Source: an optimization exercise on an open RTL-to-GDS flow (aim: small area and a short achievable clock period). Production flows keep margins and buffers that such runs may drop.
No functional check of the RTL was part of any run shown here.
Power and IR drop assume default switching activity.

===== flow/config.mk =====
export PLATFORM = sky130hd
export DESIGN_NAME = fp_mul
export DESIGN_NICKNAME = fp_mul
export VERILOG_FILES = /design/flow/design.v
export SDC_FILE = /design/flow/constraint.sdc
export NUM_CORES = 4
export LEC_CHECK = 0
export CAP_MARGIN = 20
export CORE_MARGIN = 2
export CORE_UTILIZATION = 40
export SETUP_SLACK_MARGIN = 2.0
export SLEW_MARGIN = 20
export SYNTH_HIERARCHICAL = 1
export SYNTH_MINIMUM_KEEP_SIZE = 0
export TNS_END_PERCENT = 10

===== flow/constraint.sdc =====
create_clock -name core_clock -period 5.3 [get_ports {clk}]
set_input_delay 1.0600 -clock core_clock [delete_from_list [all_inputs] [get_ports {clk}]]
set_output_delay 1.0600 -clock core_clock [all_outputs]
set_load 0.01 [all_outputs]

===== flow/design.v =====
module fp1(a, a3, x1, x2, x3, x4, neg, rx, ry);
input wire [10:0] a;
input wire [12:0] a3;
input wire [3:0] x1, x2, x3, x4;
input wire [2:0] neg;
wire [2:0] nneg = ~neg;
output wire [20:0] rx, ry;
wire pp_0_0;
wire pp_0_1;
wire pp_0_2;
wire pp_0_3;
wire pp_0_4;
wire pp_0_5;
wire pp_0_6;
wire pp_0_7;
wire pp_0_8;
wire pp_0_9;
wire pp_0_10;
wire pp_0_11;
wire pp_0_12;
wire pp_1_0;
wire pp_1_1;
wire pp_1_2;
wire pp_1_3;
wire pp_1_4;
wire pp_1_5;
wire pp_1_6;
wire pp_1_7;
wire pp_1_8;
wire pp_1_9;
wire pp_1_10;
wire pp_1_11;
wire pp_1_12;
wire pp_2_0;
wire pp_2_1;
wire pp_2_2;
wire pp_2_3;
wire pp_2_4;
wire pp_2_5;
wire pp_2_6;
wire pp_2_7;
wire pp_2_8;
wire pp_2_9;
wire pp_2_10;
wire pp_2_11;
wire pp_2_12;
wire pp_3_0;
wire pp_3_1;
wire pp_3_2;
wire pp_3_3;
wire pp_3_4;
wire pp_3_5;
wire pp_3_6;
wire pp_3_7;
wire pp_3_8;
wire pp_3_9;
wire pp_3_10;
wire pp_3_11;
wire hs0;
wire hc0;
wire hs1;
wire hc1;
wire hs2;
wire hc2;
wire hs3;
wire hc3;
wire fs0;
wire fc0;
wire hs4;
wire hc4;
wire fs1;
wire fc1;
wire hs5;
wire hc5;
wire fs2;
wire fc2;
wire fs3;
wire fc3;
wire fs4;
wire fc4;
wire fs5;
wire fc5;
wire fs6;
wire fc6;
wire fs7;
wire fc7;
wire fs8;
wire fc8;
wire fs9;
wire fc9;
wire fs10;
wire fc10;
wire fs11;
wire fc11;
wire fs12;
wire fc12;
wire fs13;
wire fc13;
wire fs14;
wire fc14;
wire fs15;
wire fc15;
wire fs16;
wire fc16;
wire fs17;
wire fc17;
wire fs18;
wire fc18;
wire pp_2_11_n;
wire fs19;
wire fc19;
wire pp_2_12_n;
wire fs20;
wire fc20;
wire fs21;
wire fc21;
wire pp_3_11_n;
assign pp_0_0 = ((x1[0] & a[0]) | (x3[0] & a3[0])) ^ neg[0];
assign pp_0_1 = ((x1[0] & a[1]) | (x2[0] & a[0]) | (x3[0] & a3[1])) ^ neg[0];
assign pp_0_2 = ((x1[0] & a[2]) | (x2[0] & a[1]) | (x3[0] & a3[2]) | (x4[0] & a[0])) ^ neg[0];
assign pp_0_3 = ((x1[0] & a[3]) | (x2[0] & a[2]) | (x3[0] & a3[3]) | (x4[0] & a[1])) ^ neg[0];
assign pp_0_4 = ((x1[0] & a[4]) | (x2[0] & a[3]) | (x3[0] & a3[4]) | (x4[0] & a[2])) ^ neg[0];
assign pp_0_5 = ((x1[0] & a[5]) | (x2[0] & a[4]) | (x3[0] & a3[5]) | (x4[0] & a[3])) ^ neg[0];
assign pp_0_6 = ((x1[0] & a[6]) | (x2[0] & a[5]) | (x3[0] & a3[6]) | (x4[0] & a[4])) ^ neg[0];
assign pp_0_7 = ((x1[0] & a[7]) | (x2[0] & a[6]) | (x3[0] & a3[7]) | (x4[0] & a[5])) ^ neg[0];
assign pp_0_8 = ((x1[0] & a[8]) | (x2[0] & a[7]) | (x3[0] & a3[8]) | (x4[0] & a[6])) ^ neg[0];
assign pp_0_9 = ((x1[0] & a[9]) | (x2[0] & a[8]) | (x3[0] & a3[9]) | (x4[0] & a[7])) ^ neg[0];
assign pp_0_10 = ((x1[0] & a[10]) | (x2[0] & a[9]) | (x3[0] & a3[10]) | (x4[0] & a[8])) ^ neg[0];
assign pp_0_11 = ((x2[0] & a[10]) | (x3[0] & a3[11]) | (x4[0] & a[9])) ^ neg[0];
assign pp_0_12 = ((x3[0] & a3[12]) | (x4[0] & a[10])) ^ neg[0];
assign pp_1_0 = ((x1[1] & a[0]) | (x3[1] & a3[0])) ^ neg[1];
assign pp_1_1 = ((x1[1] & a[1]) | (x2[1] & a[0]) | (x3[1] & a3[1])) ^ neg[1];
assign pp_1_2 = ((x1[1] & a[2]) | (x2[1] & a[1]) | (x3[1] & a3[2]) | (x4[1] & a[0])) ^ neg[1];
assign pp_1_3 = ((x1[1] & a[3]) | (x2[1] & a[2]) | (x3[1] & a3[3]) | (x4[1] & a[1])) ^ neg[1];
assign pp_1_4 = ((x1[1] & a[4]) | (x2[1] & a[3]) | (x3[1] & a3[4]) | (x4[1] & a[2])) ^ neg[1];
assign pp_1_5 = ((x1[1] & a[5]) | (x2[1] & a[4]) | (x3[1] & a3[5]) | (x4[1] & a[3])) ^ neg[1];
assign pp_1_6 = ((x1[1] & a[6]) | (x2[1] & a[5]) | (x3[1] & a3[6]) | (x4[1] & a[4])) ^ neg[1];
assign pp_1_7 = ((x1[1] & a[7]) | (x2[1] & a[6]) | (x3[1] & a3[7]) | (x4[1] & a[5])) ^ neg[1];
assign pp_1_8 = ((x1[1] & a[8]) | (x2[1] & a[7]) | (x3[1] & a3[8]) | (x4[1] & a[6])) ^ neg[1];
assign pp_1_9 = ((x1[1] & a[9]) | (x2[1] & a[8]) | (x3[1] & a3[9]) | (x4[1] & a[7])) ^ neg[1];
assign pp_1_10 = ((x1[1] & a[10]) | (x2[1] & a[9]) | (x3[1] & a3[10]) | (x4[1] & a[8])) ^ neg[1];
assign pp_1_11 = ((x2[1] & a[10]) | (x3[1] & a3[11]) | (x4[1] & a[9])) ^ neg[1];
assign pp_1_12 = ((x3[1] & a3[12]) | (x4[1] & a[10])) ^ neg[1];
assign pp_2_0 = ((x1[2] & a[0]) | (x3[2] & a3[0])) ^ neg[2];
assign pp_2_1 = ((x1[2] & a[1]) | (x2[2] & a[0]) | (x3[2] & a3[1])) ^ neg[2];
assign pp_2_2 = ((x1[2] & a[2]) | (x2[2] & a[1]) | (x3[2] & a3[2]) | (x4[2] & a[0])) ^ neg[2];
assign pp_2_3 = ((x1[2] & a[3]) | (x2[2] & a[2]) | (x3[2] & a3[3]) | (x4[2] & a[1])) ^ neg[2];
assign pp_2_4 = ((x1[2] & a[4]) | (x2[2] & a[3]) | (x3[2] & a3[4]) | (x4[2] & a[2])) ^ neg[2];
assign pp_2_5 = ((x1[2] & a[5]) | (x2[2] & a[4]) | (x3[2] & a3[5]) | (x4[2] & a[3])) ^ neg[2];
assign pp_2_6 = ((x1[2] & a[6]) | (x2[2] & a[5]) | (x3[2] & a3[6]) | (x4[2] & a[4])) ^ neg[2];
assign pp_2_7 = ((x1[2] & a[7]) | (x2[2] & a[6]) | (x3[2] & a3[7]) | (x4[2] & a[5])) ^ neg[2];
assign pp_2_8 = ((x1[2] & a[8]) | (x2[2] & a[7]) | (x3[2] & a3[8]) | (x4[2] & a[6])) ^ neg[2];
assign pp_2_9 = ((x1[2] & a[9]) | (x2[2] & a[8]) | (x3[2] & a3[9]) | (x4[2] & a[7])) ^ neg[2];
assign pp_2_10 = ((x1[2] & a[10]) | (x2[2] & a[9]) | (x3[2] & a3[10]) | (x4[2] & a[8])) ^ neg[2];
assign pp_2_11 = ((x2[2] & a[10]) | (x3[2] & a3[11]) | (x4[2] & a[9])) ^ neg[2];
assign pp_2_12 = ((x3[2] & a3[12]) | (x4[2] & a[10])) ^ neg[2];
assign pp_3_0 = ((x1[3] & a[0]) | (x3[3] & a3[0]));
assign pp_3_1 = ((x1[3] & a[1]) | (x2[3] & a[0]) | (x3[3] & a3[1]));
assign pp_3_2 = ((x1[3] & a[2]) | (x2[3] & a[1]) | (x3[3] & a3[2]) | (x4[3] & a[0]));
assign pp_3_3 = ((x1[3] & a[3]) | (x2[3] & a[2]) | (x3[3] & a3[3]) | (x4[3] & a[1]));
assign pp_3_4 = ((x1[3] & a[4]) | (x2[3] & a[3]) | (x3[3] & a3[4]) | (x4[3] & a[2]));
assign pp_3_5 = ((x1[3] & a[5]) | (x2[3] & a[4]) | (x3[3] & a3[5]) | (x4[3] & a[3]));
assign pp_3_6 = ((x1[3] & a[6]) | (x2[3] & a[5]) | (x3[3] & a3[6]) | (x4[3] & a[4]));
assign pp_3_7 = ((x1[3] & a[7]) | (x2[3] & a[6]) | (x3[3] & a3[7]) | (x4[3] & a[5]));
assign pp_3_8 = ((x1[3] & a[8]) | (x2[3] & a[7]) | (x3[3] & a3[8]) | (x4[3] & a[6]));
assign pp_3_9 = ((x1[3] & a[9]) | (x2[3] & a[8]) | (x3[3] & a3[9]) | (x4[3] & a[7]));
assign pp_3_10 = ((x1[3] & a[10]) | (x2[3] & a[9]) | (x3[3] & a3[10]) | (x4[3] & a[8]));
assign pp_3_11 = ((x2[3] & a[10]) | (x3[3] & a3[11]) | (x4[3] & a[9]));
ha_c u_h0(.a(neg[1]), .b(pp_0_3), .s(hs0), .co(hc0));
ha_c u_h1(.a(pp_0_4), .b(pp_1_1), .s(hs1), .co(hc1));
ha_c u_h2(.a(pp_0_5), .b(pp_1_2), .s(hs2), .co(hc2));
ha_c u_h3(.a(neg[2]), .b(pp_0_6), .s(hs3), .co(hc3));
fa_c u_f0(.a(pp_2_0), .b(pp_1_3), .c(hc2), .s(fs0), .co(fc0));
ha_c u_h4(.a(pp_0_7), .b(pp_1_4), .s(hs4), .co(hc4));
fa_c u_f1(.a(hc3), .b(pp_2_1), .c(hs4), .s(fs1), .co(fc1));
ha_c u_h5(.a(pp_0_8), .b(pp_1_5), .s(hs5), .co(hc5));
fa_c u_f2(.a(hc4), .b(pp_2_2), .c(hs5), .s(fs2), .co(fc2));
fa_c u_f3(.a(pp_1_6), .b(pp_0_9), .c(pp_2_3), .s(fs3), .co(fc3));
fa_c u_f4(.a(hc5), .b(pp_3_0), .c(fs3), .s(fs4), .co(fc4));
fa_c u_f5(.a(pp_1_7), .b(pp_0_10), .c(pp_2_4), .s(fs5), .co(fc5));
fa_c u_f6(.a(fc3), .b(pp_3_1), .c(fs5), .s(fs6), .co(fc6));
fa_c u_f7(.a(pp_1_8), .b(pp_0_11), .c(pp_2_5), .s(fs7), .co(fc7));
fa_c u_f8(.a(fc5), .b(pp_3_2), .c(fs7), .s(fs8), .co(fc8));
fa_c u_f9(.a(pp_1_9), .b(pp_0_12), .c(pp_2_6), .s(fs9), .co(fc9));
fa_c u_f10(.a(fc7), .b(pp_3_3), .c(fs9), .s(fs10), .co(fc10));
fa_c u_f11(.a(pp_1_10), .b(neg[0]), .c(pp_2_7), .s(fs11), .co(fc11));
fa_c u_f12(.a(fc9), .b(pp_3_4), .c(fs11), .s(fs12), .co(fc12));
fa_c u_f13(.a(pp_1_11), .b(neg[0]), .c(pp_2_8), .s(fs13), .co(fc13));
fa_c u_f14(.a(fc11), .b(pp_3_5), .c(fs13), .s(fs14), .co(fc14));
fa_c u_f15(.a(pp_1_12), .b(neg[0]), .c(pp_2_9), .s(fs15), .co(fc15));
fa_c u_f16(.a(fc13), .b(pp_3_6), .c(fs15), .s(fs16), .co(fc16));
fa_c u_f17(.a(nneg[0]), .b(nneg[1]), .c(pp_2_10), .s(fs17), .co(fc17));
fa_c u_f18(.a(fs17), .b(pp_3_7), .c(fc15), .s(fs18), .co(fc18));
assign pp_2_11_n = ~pp_2_11;
fa_c u_f19(.a(pp_2_11_n), .b(pp_3_8), .c(fc17), .s(fs19), .co(fc19));
assign pp_2_12_n = ~pp_2_12;
fa_c u_f20(.a(pp_2_11), .b(pp_3_9), .c(pp_2_12_n), .s(fs20), .co(fc20));
fa_c u_f21(.a(pp_3_10), .b(nneg[2]), .c(pp_2_12), .s(fs21), .co(fc21));
assign pp_3_11_n = ~pp_3_11;
assign rx = {pp_3_11_n, fc20, fs20, fs19, fc16, fc14, fc12, fs12, fc8, fc6, fc4, fc2, fc1, fc0, hs3, hc1, hc0, pp_1_0, pp_0_2, pp_0_1, neg[0]};
assign ry = {fc21, fs21, fc19, fc18, fs18, fs16, fs14, fc10, fs10, fs8, fs6, fs4, fs2, fs1, fs0, hs2, hs1, hs0, 1'b0, 1'b0, pp_0_0};
endmodule
module fa_c(a, b, c, s, co);
input wire a, b, c;
output wire s, co;
assign s = a ^ b ^ c;
assign co = (a & b) | (c & (a ^ b));
endmodule
module ha_c(a, b, s, co);
input wire a, b;
output wire s, co;
assign s = a ^ b;
assign co = a & b;
endmodule
module ha1_c(a, b, s, co);
input wire a, b;
output wire s, co;
assign s = ~(a ^ b);
assign co = a | b;
endmodule
module fp2(s, e, sign, fp_result, under, over);
input wire [20:9] s;
input wire [4:0] e;
input wire sign;
output wire [15:0] fp_result;
output wire under, over;
wire [4:0] e_inc = e + 5'd1;
wire u0 = e > 5'd24;
wire u1 = (e > 5'd23) && (e != 5'd31);    
wire [4:0] te = s[20] ? e : e_inc;
wire [10:0] ts = s[20] ? s[19:9] : s[20:10];
assign fp_result = {sign, te[3:0], ts};
assign under = s[20] ? u0 : u1;
assign over = te[4];
endmodule
module fp_mul(clk, op1, op2, result, under, over);
input wire clk;
input wire [15:0] op1, op2;
output wire [15:0] result;
output wire under, over;
wire [12:0] bx = {1'b0, op2[10:0], 1'b0};
wire [3:0] x1_d, x2_d, x3_d, x4_d;
wire [2:0] neg_d;
genvar i;
generate for (i = 0; i < 4; i = i + 1) begin : g_booth
	wire [2:0] v = {1'b0, bx[3*i+2], 1'b0} + {2'b00, bx[3*i+1]} + {2'b00, bx[3*i]};
	wire [2:0] m = bx[3*i+3] ? 3'd4 - v : v;
	assign x1_d[i] = m == 3'd1;
	assign x2_d[i] = m == 3'd2;
	assign x3_d[i] = m == 3'd3;
	assign x4_d[i] = m == 3'd4;
	if (i < 3) begin : g_neg
		assign neg_d[i] = bx[3*i+3];
	end
end endgenerate
reg [10:0] sa;
reg [12:1] sa3;
reg [3:0] bx1, bx2, bx3, bx4;
reg [2:0] bneg;
reg [4:0] e1;
reg sg1;
always @(posedge clk)
begin
	sa <= op1[10:0];
	sa3 <= op1[10:1] + op1[10:0];    
	bx1 <= x1_d;
	bx2 <= x2_d;
	bx3 <= x3_d;
	bx4 <= x4_d;
	bneg <= neg_d;
	e1 <= {1'b0, op1[14:11]} + {1'b0, op2[14:11]} - 5'd7;
	sg1 <= op1[15] ^ op2[15];
end
wire [20:0] rx, ry;
fp1 stage1(.a(sa), .a3({sa3, sa[0]}), .x1(bx1), .x2(bx2), .x3(bx3), .x4(bx4), .neg(bneg), .rx(rx), .ry(ry));
wire [20:0] px = rx, py = ry;
wire [20:0] p, g;
wire q1, q2, q3, q4, q5, q6, q7, q8, q9, q10, q11, q12, q13, q14, q15, q16, q17, q18, q19, q20, q21, q22, q23, q24, q25, q26, q27, q28, q29, q30, q31, q32, q33, q34, q35, q36, q37, q38, q39, q40, q41, q42, q43, q44, q45, q46, q47, q48, q49, q50, q51, q52, q53, q54;
ha_c u_pg0(.a(px[0]), .b(py[0]), .s(p[0]), .co(g[0]));
assign p[1] = px[1];
assign g[1] = 1'b0;
assign p[2] = px[2];
assign g[2] = 1'b0;
ha_c u_pg3(.a(px[3]), .b(py[3]), .s(p[3]), .co(g[3]));
ha_c u_pg4(.a(px[4]), .b(py[4]), .s(p[4]), .co(g[4]));
ha_c u_pg5(.a(px[5]), .b(py[5]), .s(p[5]), .co(g[5]));
ha_c u_pg6(.a(px[6]), .b(py[6]), .s(p[6]), .co(g[6]));
ha_c u_pg7(.a(px[7]), .b(py[7]), .s(p[7]), .co(g[7]));
ha_c u_pg8(.a(px[8]), .b(py[8]), .s(p[8]), .co(g[8]));
ha_c u_pg9(.a(px[9]), .b(py[9]), .s(p[9]), .co(g[9]));
ha_c u_pg10(.a(px[10]), .b(py[10]), .s(p[10]), .co(g[10]));
ha_c u_pg11(.a(px[11]), .b(py[11]), .s(p[11]), .co(g[11]));
ha_c u_pg12(.a(px[12]), .b(py[12]), .s(p[12]), .co(g[12]));
ha_c u_pg13(.a(px[13]), .b(py[13]), .s(p[13]), .co(g[13]));
ha_c u_pg14(.a(px[14]), .b(py[14]), .s(p[14]), .co(g[14]));
ha_c u_pg15(.a(px[15]), .b(py[15]), .s(p[15]), .co(g[15]));
ha_c u_pg16(.a(px[16]), .b(py[16]), .s(p[16]), .co(g[16]));
ha_c u_pg17(.a(px[17]), .b(py[17]), .s(p[17]), .co(g[17]));
ha_c u_pg18(.a(px[18]), .b(py[18]), .s(p[18]), .co(g[18]));
ha_c u_pg19(.a(px[19]), .b(py[19]), .s(p[19]), .co(g[19]));
ha_c u_pg20(.a(px[20]), .b(py[20]), .s(p[20]), .co(g[20]));
assign q1 = p[1] & g[0];
assign q2 = g[3];
assign q3 = p[3] & p[2];
pg_c u_q4(.gh(g[5]), .ph(p[5]), .gl(g[4]), .pl(p[4]), .g(q4), .p(q5));
pg_c u_q6(.gh(g[7]), .ph(p[7]), .gl(g[6]), .pl(p[6]), .g(q6), .p(q7));
assign q8 = p[2] & q1;
g_c u_q9(.gh(q2), .ph(q3), .gl(q1), .g(q9));
pg_c u_q10(.gh(g[6]), .ph(p[6]), .gl(q4), .pl(q5), .g(q10), .p(q11));
pg_c u_q12(.gh(q6), .ph(q7), .gl(q4), .pl(q5), .g(q12), .p(q13));
g_c u_q14(.gh(g[4]), .ph(p[4]), .gl(q9), .g(q14));
g_c u_q15(.gh(q4), .ph(q5), .gl(q9), .g(q15));
g_c u_q16(.gh(q10), .ph(q11), .gl(q9), .g(q16));
g_c u_q17(.gh(q12), .ph(q13), .gl(q9), .g(q17));
g_c u_q18(.gh(g[8]), .ph(p[8]), .gl(q17), .g(q18));
gt2_c u_q19(.x1(px[10]), .y1(py[10]), .x0(px[9]), .y0(py[9]), .g(q19), .t(q20));
gt2_c u_q21(.x1(px[12]), .y1(py[12]), .x0(px[11]), .y0(py[11]), .g(q21), .t(q22));
mj_c u_q23(.a(px[11]), .b(py[11]), .c(q19), .m(q23));
assign q26 = px[9] & py[9];
xr_c u_q27(.a(px[9]), .b(py[9]), .y(q27));
xr_c u_q28(.a(px[10]), .b(py[10]), .y(q28));
xr_c u_q29(.a(px[11]), .b(py[11]), .y(q29));
xr_c u_q30(.a(px[12]), .b(py[12]), .y(q30));
wire [3:0] bs0 = {q30 ^ q23, q29 ^ q19, q28 ^ q26, q27};
g_c u_q24(.gh(q21), .ph(q22), .gl(q19), .g(q24));
assign q25 = q22 & q20;
gt2_c u_q31(.x1(px[14]), .y1(py[14]), .x0(px[13]), .y0(py[13]), .g(q31), .t(q32));
gt2_c u_q33(.x1(px[16]), .y1(py[16]), .x0(px[15]), .y0(py[15]), .g(q33), .t(q34));
mj_c u_q35(.a(px[15]), .b(py[15]), .c(q31), .m(q35));
assign q38 = px[13] & py[13];
xr_c u_q39(.a(px[13]), .b(py[13]), .y(q39));
xr_c u_q40(.a(px[14]), .b(py[14]), .y(q40));
xr_c u_q41(.a(px[15]), .b(py[15]), .y(q41));
xr_c u_q42(.a(px[16]), .b(py[16]), .y(q42));
wire [3:0] bs1 = {q42 ^ q35, q41 ^ q31, q40 ^ q38, q39};
g_c u_q36(.gh(q33), .ph(q34), .gl(q31), .g(q36));
assign q37 = q34 & q32;
gt2_c u_q43(.x1(px[18]), .y1(py[18]), .x0(px[17]), .y0(py[17]), .g(q43), .t(q44));
gt2_c u_q45(.x1(px[20]), .y1(py[20]), .x0(px[19]), .y0(py[19]), .g(q45), .t(q46));
mj_c u_q47(.a(px[19]), .b(py[19]), .c(q43), .m(q47));
assign q50 = px[17] & py[17];
xr_c u_q51(.a(px[17]), .b(py[17]), .y(q51));
xr_c u_q52(.a(px[18]), .b(py[18]), .y(q52));
xr_c u_q53(.a(px[19]), .b(py[19]), .y(q53));
xr_c u_q54(.a(px[20]), .b(py[20]), .y(q54));
wire [3:0] bs2 = {q54 ^ q47, q53 ^ q43, q52 ^ q50, q51};
assign q49 = q51 & q52 & q53;
reg hc;
reg [3:0] bs0r;
reg bg0;
reg bp0;
reg [3:0] bs1r;
reg bg1;
reg bp1;
reg [3:0] bs2r;
reg bt;
reg [4:0] e2;
reg sg2;
always @(posedge clk)
begin
	hc <= q18;
	bs0r <= bs0;
	bg0 <= q24;
	bp0 <= q25;
	bs1r <= bs1;
	bg1 <= q36;
	bp1 <= q37;
	bs2r <= bs2;
	bt <= q49;
	e2 <= e1;
	sg2 <= sg1;
end
wire c0 = hc;
wire c1 = bg0 | (bp0 & c0);
wire c2 = bg1 | (bp1 & c1);
wire [3:0] bi0 = bs0r + c0;
wire [3:0] bi1 = bs1r + c1;
wire [3:0] bi2 = bs2r + c2;
wire s20 = bs2r[3] ^ (c2 & bt);
wire [20:9] s = {s20, bi2[2:0], bi1, bi0};
fp2 stage2(.s(s), .e(e2), .sign(sg2), .fp_result(result), .under(under), .over(over));
endmodule
module gt2_c(x1, y1, x0, y0, g, t);
input wire x1, y1, x0, y0;
output wire g, t;
assign g = (x1 & y1) | ((x1 | y1) & x0 & y0);
assign t = (x1 | y1) & (x0 | y0);
endmodule
module mj_c(a, b, c, m);
input wire a, b, c;
output wire m;
assign m = (a & b) | ((a | b) & c);
endmodule
module xr_c(a, b, y);
input wire a, b;
output wire y;
assign y = a ^ b;
endmodule
module pg_c(gh, ph, gl, pl, g, p);
input wire gh, ph, gl, pl;
output wire g, p;
assign g = gh | (ph & gl);
assign p = ph & pl;
endmodule
module g_c(gh, ph, gl, g);
input wire gh, ph, gl;
output wire g;
assign g = gh | (ph & gl);
endmodule

===== flow/flow/run.sh =====
#!/bin/bash
# The standard layout (the standard.sh) with changes: plain buf_1
# cells as the input and output port buffers instead of the ones
# buffer_ports picks, clock tree synthesis without dummy load cells,
# and the ORFS settings below.
export BUFFER_PORTS_ARGS="-buffer_cell sky130_fd_sc_hd__buf_1"
export CTS_ARGS="-sink_clustering_enable -repair_clock_nets -buf_list sky130_fd_sc_hd__clkbuf_8 -dont_use_dummy_load"
export SETUP_MOVE_SEQUENCE="unbuffer,sizeup,swap"
bash standard.sh > standard.log 2>&1

===== flow/standard.sh =====
#!/bin/bash
# synth_recipe.tcl (not shown) runs the flow's synth.tcl, then flattens the netlist and writes it again
# the make line also repeats each setting of config.mk as NAME=value (left out here)
make -C /OpenROAD-flow-scripts/flow DESIGN_CONFIG=/design/flow/config.mk WORK_HOME=/design/flow/orfs CLKGATE_MAP_FILE= SYNTH_SCRIPT=/design/flow/synth_recipe.tcl "${@:-finish}"

==> key figures, run 1 <==
Outcome
  • Outcome: complete, no violations

STA
  • Worst-margin pin slew: 904 ps
  • Hold Vio Cnt, Final: 0
  • Final critical-path share of the clock period: 0.612
  • Setup violators final: 0
  • Relative slew slack: 0.397
  • Max Freq: 309 MHz
  • Setup TNS: 0 ps
  • Fin crit period: 3240 ps
  • Final Max Slew Viols: 0
  • RSZ-0062 raised after global routing: yes
  • Clock Skew: 21.4 ps

Floorplan
  • Boundary pin count: 51
  • Std-Cell Rows: 44
  • Die ar.: 15600 um^2
  • Core Footprint: 14400 um^2
  • Die Ht: 125 um
  • Initial core utilization: 0.407
  • Die W: 125 um

Route
  • Drt initial violations: 424
  • Via/cell ratio: 5.43
  • Wire per inst: 14.7 um
  • Detailed Route WL: 10.9 mm
  • Pre-antenna DRT Iters: 6
  • Antenna-violating nets left: 0
  • DRC viols: 0
  • Via count: 4045

Logic synthesis
  • Synth Area per Inst: 10.1 um^2
  • Synth warn: 7
  • Cell Area, Synth: 5860 um^2
  • Cells after Synth: 581
  • Syn nets: 688

Placed design
  • IO buf count: 50
  • Dpl hpwl: 8.77 mm
  • Placed Instances: 736
  • GP Congestion: 0.890

Cells and area
  • Layout area overhead: 0.789%
  • Layout cells sized above 1: 0.128
  • Fin cells: 745
  • N_diodes: 0
  • # nets final: 670

Clock tree
  • Clock Latency Late Sink: 350 ps
  • Clk buf depth: 2
  • CTS sink cnt: 72
  • CTS Buf Count: 9
  • TritonCTS clock tree: built
  • CTS hold repair buffers: 0
  • H-Tree Level Count: 3
  • Clock Pin Slew Worst Setup and Hold Paths: 70 ps
  • CTS Root Cell: clkbuf_8

GRT
  • Grt total ovfl: 0
  • First-pass GRT wire length: 18.9 mm
  • Vias in the first global route: 3943
  • Initial antenna violation count: 0
  • Largest net degree at the start of global routing: 19
  • Total GRT Usage: 0.143

Worst setup path
  • Critical setup path kind: flop to output pin
  • Crit path arrival time: 2180 ps
  • WP data required: 4240 ps
  • CP max FO: 18
  • CP Launch Type: flop
  • Crit. End Element: output pin

Pwr
  • Pint: 0.00165 W
  • P_leak: 2.48 nW
  • Comb power frac: 0.585
  • Sequential Power Share: 0.299
  • Switch share: 0.395
  • Switching Power: 0.00108 W
  • Worst IR Drop VDD: 166 uV
  • Power density cells: 462 nW/um^2
  • Clock network power share: 0.116

Hold path
  • Worst Hold Class: flop to flop

Job
  • Max-cap violations: 0
-- layout by cell type (no fill, tap or decap), types with 2 or more instances in the layout --
master    count
nand2b_1      3
nand2_1      14
a222oi_1      8
nor2_1       26
or3_1         2
nor3_1        2
maj3_2        3
xnor2_1      54
a32oi_1       2
and3_1        2
mux2_2        6
inv_1        31
mux2_4        7
clkbuf_8      9
a22o_2        9
a41oi_1       3
nand3_1       7
a21o_1       15
xor2_1       25
a21oi_1      13
a22o_1       19
nand4_1       3
ha_1         50
fa_1         24
nand3b_1      4
o21ai_0       3
nand2_2       2
a221oi_2     23
a22oi_1      24
dfxtp_1      71
and2_1        8
buf_1        49
a31oi_1       6
nor3b_1       5
a221oi_1      4
o22a_2        4
-- critical path, cell delays in order, from the launching register on --
cell	delay, ps
dfxtp_2	330
a21o_1	130
a21o_1	160
nand2_2	100
xnor2_4	590
mux2_2	410
buf_1	130
-- state kept, by name, summed over array words and instances (netlist names), 4 cells and up --
name / flops
sa: 11
bs2r: 4
sa3: 12
bx1: 4
e2: 5
e1: 5
bs1r: 4
bs0r: 4
bx4: 4
bx3: 4
bx2: 4
-- per-stage QoR --
step                      power, W  hold WS [ps]  worst slack (ps)   util  cell area [um^2]
final                      0.00273           328              2060  0.410              5910
after global routing       0.00298           338              1900  0.410              5910
after CTS                  0.00274           330              1990  0.408              5880
after detailed placement   0.00241           312              2120  0.399              5750
after global placement     0.00237           310              2210  0.399              5750
after floorplan            0.00228           310              2400      -              5860
-- power groups by stage --
stage	sequential (W)	clock, W	combinational [W]
after floorplan	0.000742	0	0.00154
after global placement	0.000819	0	0.00156
after detailed placement	0.000821	0	0.00159
after CTS	0.000812	0.000331	0.00160
after global routing	0.000832	0.000353	0.00180
final	0.000816	0.000317	0.00160
-- area by class of cell --
class,instances,area [um^2]
fillers,1441,8510
inverters,31,116
repair buffers,50,189
well taps,184,230
multi-input cells,399,3810
flip-flops and latches,72,1440
clock buffers,9,124
-- layer usage --
layer,GRT usage,routed length [um],vias up
met2,0.229,4970,110
met1,0.194,5170,1911
li1,-,-,2011
met3,0.0321,645,13
met4,0.0425,161,0
met5,0,0,-
-- worst paths after layout --
kind              start        end  slack [ps]  depth (start not counted)
setup / recovery     hc  result[0]        2060                          6
hold / removal    e1[4]      e2[4]         330                          0
setup reg to reg  sa[8]    bs2r[3]        2160                          9
hold reg to reg   e1[4]      e2[4]         330                          0
-- repair_timing --
item | CTS | global route
endpoints found under the setup margin | 17 | 16
resized for setup | 1 | 8
pin swaps | 0 | 4
hold endpoints to repair | 0 | 0
setup buffers | 0 | 0
==> run 2, diff against run 1 <==
--- a/flow/config.mk
+++ b/flow/config.mk
@@ -8,7 +8,7 @@
 export CAP_MARGIN = 20
 export CORE_MARGIN = 2
 export CORE_UTILIZATION = 40
-export SETUP_SLACK_MARGIN = 2.0
+export SETUP_SLACK_MARGIN = 2.2
 export SLEW_MARGIN = 20
 export SYNTH_HIERARCHICAL = 1
 export SYNTH_MINIMUM_KEEP_SIZE = 0
==> run 2 against run 1 <==
Still clean; clock skew barely moved; critical path depth rose by 1; sequential share of layout area fell by 0.088 points; synthesized area did not move; die area did not move; wire length rose by 0.18%; first-iteration DRC count fell by 24%; count of clock-buffer cells in the layout did not move; worst setup slack improved by 3.4 ps; critical path type unchanged; critical endpoint is now result[13]; highest routed layer unchanged.
==> key figures, run 2 <==
Clock tree
  • H-Tree Level Count: 3 (unchanged)
  • Clk buf depth: 2 (unchanged)
  • CTS Buf Count: 9 (unchanged)
  • Clock Pin Slew Worst Setup and Hold Paths: 70 ps (about the same)
  • Clock Latency Late Sink: 340 ps (about the same)
  • CTS Root Cell: clkbuf_8
  • TritonCTS clock tree: built
  • CTS hold repair buffers: 0 (unchanged)
  • CTS sink cnt: 72 (unchanged)

Floorplan
  • Boundary pin count: 51 (unchanged)
  • Std-Cell Rows: 44 (unchanged)
  • Die Ht: 125 um (unchanged)
  • Die ar.: 15600 um^2 (unchanged)
  • Initial core utilization: 0.407 (unchanged)
  • Core Footprint: 14400 um^2 (unchanged)
  • Die W: 125 um (unchanged)

Worst setup path
  • Most Frequent Cell on Critical Path: a21o_1
  • Critical setup path kind: flop to output pin
  • WP data required: 4240 ps (about the same)
  • CP peak stage delay: 610 ps (+20 ps)
  • CP Launch Type: flop
  • Crit-path cells: a21o_1 -> a21o_1 -> nand2_2 -> xnor2_4 -> nand2b_4 -> xnor2_2 -> buf_2
  • CP max FO: 18 (unchanged)
  • Crit. End Element: output pin
  • Slowest cell on crit path: xnor2_4
  • Crit path arrival time: 2180 ps (about the same)

Job
  • Max-cap violations: 0 (unchanged)

GRT
  • Total GRT Usage: 0.143 (-0.000361)
  • First-pass GRT wire length: 18.8 mm (-0.26%)
  • Grt total ovfl: 0 (unchanged)
  • Initial antenna violation count: 0 (unchanged)
  • Largest net degree at the start of global routing: 19 (unchanged)
  • Vias in the first global route: 3962 (+0.48%)

STA
  • Setup TNS: 0 ps (unchanged)
  • Worst-margin pin slew: 906 ps (+2.35 ps)
  • RSZ-0062 raised after global routing: yes
  • Hold WS: 328 ps (+0.153 ps)
  • Relative slew slack: 0.395 (-0.00157)
  • Max Freq: 309 MHz (+0.11%)
  • Setup violators final: 0 (unchanged)
  • Hold Vio Cnt, Final: 0 (unchanged)
  • Final critical-path share of the clock period: 0.611 (-0.000647)
  • Fin crit period: 3240 ps (-3.43 ps)
  • Clock Skew: 21.2 ps (-0.259 ps)
  • Final Max Slew Viols: 0 (unchanged)

Pwr
  • Sequential Power Share: 0.295 (-0.004)
  • Clock network power share: 0.114 (-0.002)
  • Worst IR Drop VDD: 168 uV (+1.1%)
  • Power density cells: 467 nW/um^2 (+1.1%)
  • P_leak: 2.51 nW (+1.2%)
  • Switch share: 0.391 (-0.00332)
  • Comb power frac: 0.591 (+0.006)
  • Switching Power: 0.00108 W (+0.63%)
  • Pint: 0.00169 W (+2.0%)

Route
  • Antenna-violating nets left: 0 (unchanged)
  • Pre-antenna DRT Iters: 7 (+1)
  • Detailed Route WL: 11.0 mm (+0.18%)
  • DRC viols: 0 (unchanged)
  • Drt initial violations: 323 (-24%)
  • Wire per inst: 14.7 um (+0.18%)
  • Via/cell ratio: 5.43 (about the same)
  • Via count: 4043 (-0.049%)

Cells and area
  • Layout area overhead: 1.15%
  • Filler cells: 1442 (+0.069%)
  • Register area: 1440 um^2 (unchanged)
  • Biggest regs: sa3 (12), sa (11)
  • Fin util: 0.411 (+0.00148)
  • Most flop-heavy register: sa3
  • Commonest non-fill, non-tap cell in the layout: dfxtp_1
  • N_diodes: 0 (unchanged)
  • Number of flip-flops in the largest register: 12 (unchanged)
  • Most frequent cells in the layout: dfxtp_1, xnor2_1, ha_1
  • Multi-input logic area: 3830 um^2 (+0.49%)
  • Layout cells sized above 1: 0.132 (+0.00357)
  • # nets final: 670 (unchanged)

Logic synthesis
  • Cell Area, Synth: 5860 um^2 (unchanged)
  • Synth Area per Inst: 10.1 um^2 (unchanged)
  • Cells after Synth: 581 (unchanged)
  • Synth warn: 7 (unchanged)
  • Syn nets: 688 (unchanged)

Placed design
  • Dpl hpwl: 8.77 mm (unchanged)
  • IO buf count: 50 (unchanged)
  • GP Congestion: 0.890 (unchanged)

Outcome
  • Outcome: complete, no violations

Hold path
  • Worst Hold Class: flop to flop
[run 2: metal layers]
layer  wire length (um)  track usage
met1               5210        0.192
met2               5010        0.230
met3                584       0.0321
met4                164       0.0425
met5                  0            0
[run 2: worst max-delay path, delay by kind of cell, from the launching register on]
family	cells	cell delay, ps
xor gates and xnor gates	2	710
and+or+nand+nor	2	370
DFF	1	330
AOI/OAI and AO/OA	2	290
buffers and inverters	1	140
[run 2: worst paths after layout]
check	to	cells after the start	slack [ps]	startpoint
setup reg to reg	bs2r[3]	9	2170	sa[8]
hold reg to reg	e2[4]	0	330	e1[4]
setup / recovery	result[13]	7	2060	hc
hold / removal	e2[4]	0	330	e1[4]
[run 2: power groups by stage]
stage                     combinational, W  sequential [W]  clock (W)
after floorplan                    0.00154        0.000742          0
after global placement             0.00156        0.000819          0
after detailed placement           0.00159        0.000821          0
after CTS                          0.00166        0.000813   0.000331
after global routing               0.00183        0.000833   0.000353
final                              0.00164        0.000816   0.000316
[run 2: cell type report]
type                            count  area share
Clock buffer                        9      0.0209
Inverter                           31      0.0196
Multi-Input combinational cell    399       0.645
Sequential cell                    72       0.243
Tap cell                          184      0.0388
Timing Repair Buffer               50      0.0323
[run 2: stage by stage]
step	total power, W	area (um^2)	cells	setup slack (ps)
after global routing	0.00302	5930	745	1900
final	0.00277	5930	745	2060
after floorplan	0.00228	5860	581	2400
after global placement	0.00237	5750	736	2210
after CTS	0.00280	5920	745	1990
after detailed placement	0.00241	5750	736	2120
[run 2: repair_timing]
action                     4_1_cts  5_1_grt
pin swaps                        4        4
buffers inserted                 0        0
resized for setup               13        2
hold endpoints to repair         0        0
setup endpoints to repair       19       21

==> what the ideal ports hide <==
How much do the figures lean on ideal ports? The routed layouts below were timed once more, with nothing changed but the port constraints. Step 1 (the two cells are an assumption about what drives the block):
set clk [get_ports {clk}]
set_driving_cell -lib_cell sky130_fd_sc_hd__clkbuf_16 $clk
set_driving_cell -lib_cell sky130_fd_sc_hd__buf_2 [delete_from_list [all_inputs] $clk]
Step 2, shift: input delay + t, output delay - t, t = (earliest + latest rising clock arrival at the registers) / 2. This alone moves slack from input paths to output paths. Slacks: ideal / step 1 / step 2; pairs: ideal / step 1.
run | t, ns | setup WS [ns] | worst data-port slew with drivers (ns) | cell pins on the clock port's net
run 1 | 0.370 | 2.059 / 2.023 / 2.160 | 0.03 | 1
run 2 | 0.368 | 2.062 / 2.027 / 2.166 | 0.03 | 1
After both steps every run listed still meets setup and hold.
